This design comes from an exercise in tuning for small area on the open sky130 flow, not from production work. Function was checked by simulation only, so behaviour that the tests miss may differ from the original. Power and IR drop assume default switching activity.

oak:
Design bossBattleTop, start of the top module:
module bossBattleTop(clk, btnRst, btnLeft, btnRight, btnShoot,
	seg, an, vgaRed, vgaGreen, vgaBlue, Hsync, Vsync
    );
For scale: about 1800 cells after synthesis, about 180 flip-flops.
Settings: LEC_CHECK=0, CAP_MARGIN=20, CORE_MARGIN=2, CORE_UTILIZATION=40, SLEW_MARGIN=20; clock period 10.0 ns.
standard.sh (not shown) runs the stock make flow with config.mk's settings and CLKGATE_MAP_FILE= SYNTH_SCRIPT=/design/flow/synth_recipe.tcl, a recipe that flattens the netlist after the stock synthesis.
==> flow/flow/run.sh <==
#!/bin/bash
# Layout flow: the standard flow (standard.sh, unchanged synthesis and steps), with one
# change: clock tree synthesis adds no dummy loads to balance the tree.
set -euo pipefail
export CTS_ARGS="-sink_clustering_enable -repair_clock_nets -dont_use_dummy_load"
bash standard.sh 2>&1 | tee standard.log
For pine, these inputs were changed with respect to oak:
--- a/flow/design.v
+++ b/flow/design.v
@@ -161,19 +161,19 @@
 	case (bossState)
 		3'd2, 3'd4: bcol = {GEc(hc, 654) && LEc(hc, 674), GEc(hc, 554) && LEc(hc, 574), GEc(hc, 454) && LEc(hc, 474),
 			GEc(hc, 354) && LEc(hc, 374), GEc(hc, 254) && LEc(hc, 274)};
 		3'd3, 3'd5: bcol = {1'b0, GEc(hc, 604) && LEc(hc, 624), GEc(hc, 504) && LEc(hc, 524),
 			GEc(hc, 404) && LEc(hc, 424), GEc(hc, 304) && LEc(hc, 324)};
 		3'd6: begin
 			bcol = {3'b0, GEc(hc, 614) && LEc(hc, 714), GEc(hc, 214) && LEc(hc, 314)};
-			bvy = LEc(dv, 280);
+			bvy = GEc(vc, 231) && LEc(vc, 511);	 
 		end
 		3'd7: begin
 			bcol = {2'b0, GEc(hc, 683) && LEc(hc, 783), GEc(hc, 414) && LEc(hc, 514), GEc(hc, 144) && LEc(hc, 244)};
-			bvy = LEc(dv, 280);
+			bvy = GEc(vc, 231) && LEc(vc, 511);	 
 		end
 		3'd1: begin
 			bcol = {1'b0, GEc(dt, 685) && LEc(dt, 705), GEc(ds, 223) && LEc(ds, 243), GEc(dt, 915) && LEc(dt, 935), GEc(ds, 13) && LEc(ds, 33)};
 			bvy = LEc(dv, 20);
 		end
 		default: ;
 	endcase
@@ -1186,19 +1186,19 @@
 		case (bst)
 			3'd2, 3'd4: ccol = {GEc(pJ, 43) && LEc(pJ, 45), GEc(pJ, 37) && LEc(pJ, 39), GEc(pJ, 30) && LEc(pJ, 32),
 				GEc(pJ, 23) && LEc(pJ, 25), GEc(pJ, 17) && LEc(pJ, 19)};
 			3'd3, 3'd5: ccol = {1'b0, GEc(pJ, 40) && LEc(pJ, 42), GEc(pJ, 33) && LEc(pJ, 35),
 				GEc(pJ, 27) && LEc(pJ, 29), GEc(pJ, 20) && LEc(pJ, 22)};
 			3'd6: begin
 				ccol = {3'b0, GEc(pJ, 41) && LEc(pJ, 48), GEc(pJ, 14) && LEc(pJ, 21)};
-				yhit = GEc(bossProjY, 9'd171) && LEc(bossProjY, 9'd231);
+				yhit = 1'b1;	 
 			end
 			3'd7: begin
 				ccol = {2'b0, GEc(pJ, 45) && LEc(pJ, 51), GEc(pJ, 27) && LEc(pJ, 35), GEc(pJ, 11) && LEc(pJ, 17)};
-				yhit = GEc(bossProjY, 9'd171) && LEc(bossProjY, 9'd231);
+				yhit = 1'b1;	 
 			end
 			3'd1: begin
 				ccol = {1'b0, GEc(cp, 656) && LEc(cp, 704), GEc(cm, 194) && LEc(cm, 242),
 					GEc(cp, 886) && LEc(cp, 934), LEc(cm, 32) || GEc(cm, 11'h7f0)};
 				yhit = GEc(bossProjY, 9'd431) && LEc(bossProjY, 9'd491);
 			end
 			default: ;
[summary]
When pine is measured against oak, its power share of the combinational group turns out 0.7 points lower. Per the comparison of pine with oak, via count increased 77, die width saw an increase. Of pine and oak, it is pine that has the lower post-route total power. Of pine and oak, the run reporting the higher instance count of the mapped netlist was pine. On utilization: between pine and oak, it ends up higher for oak. Number of multi-input combinational cells was higher in the run labelled pine. On setup slack, the higher figure sits with oak, not pine. Area after synthesis in pine is 1.0% above oak. Final cell count: pine higher than oak. Delta(number of nets in the synthesized netlist, pine - oak) > 0.

==> static timing again, ports no longer ideal <==
In the flow no input, the clock included, has a driving cell. The finished layouts below were timed again as built, in two steps. Step 1 sets driving cells, clkbuf_16 on the clock port and buf_2 on the other inputs (assumed; they add their load-dependent delay and slew). Step 2 also shifts input and output timing later by t, the mid clock arrival at the registers, as if the neighbouring blocks saw the same clock. Three values: no drivers, after step 1, after step 2; two values: the first two.
| run | shift t [ns] | slack for setup (ns) | worst setup path after step 2 | latest minus earliest clock arrival (ns) | slew at the worst register clock pin (ns) |
|---|---|---|---|---|---|
| oak | 0.497 | 1.279 / 1.226 / 1.723 | register to output | 0.028 / 0.028 | 0.08 / 0.08 |
| pine | 0.472 | 0.995 / 0.946 / 1.418 | register to output | 0.020 / 0.020 | 0.07 / 0.07 |
After both steps every run listed still meets setup and hold.
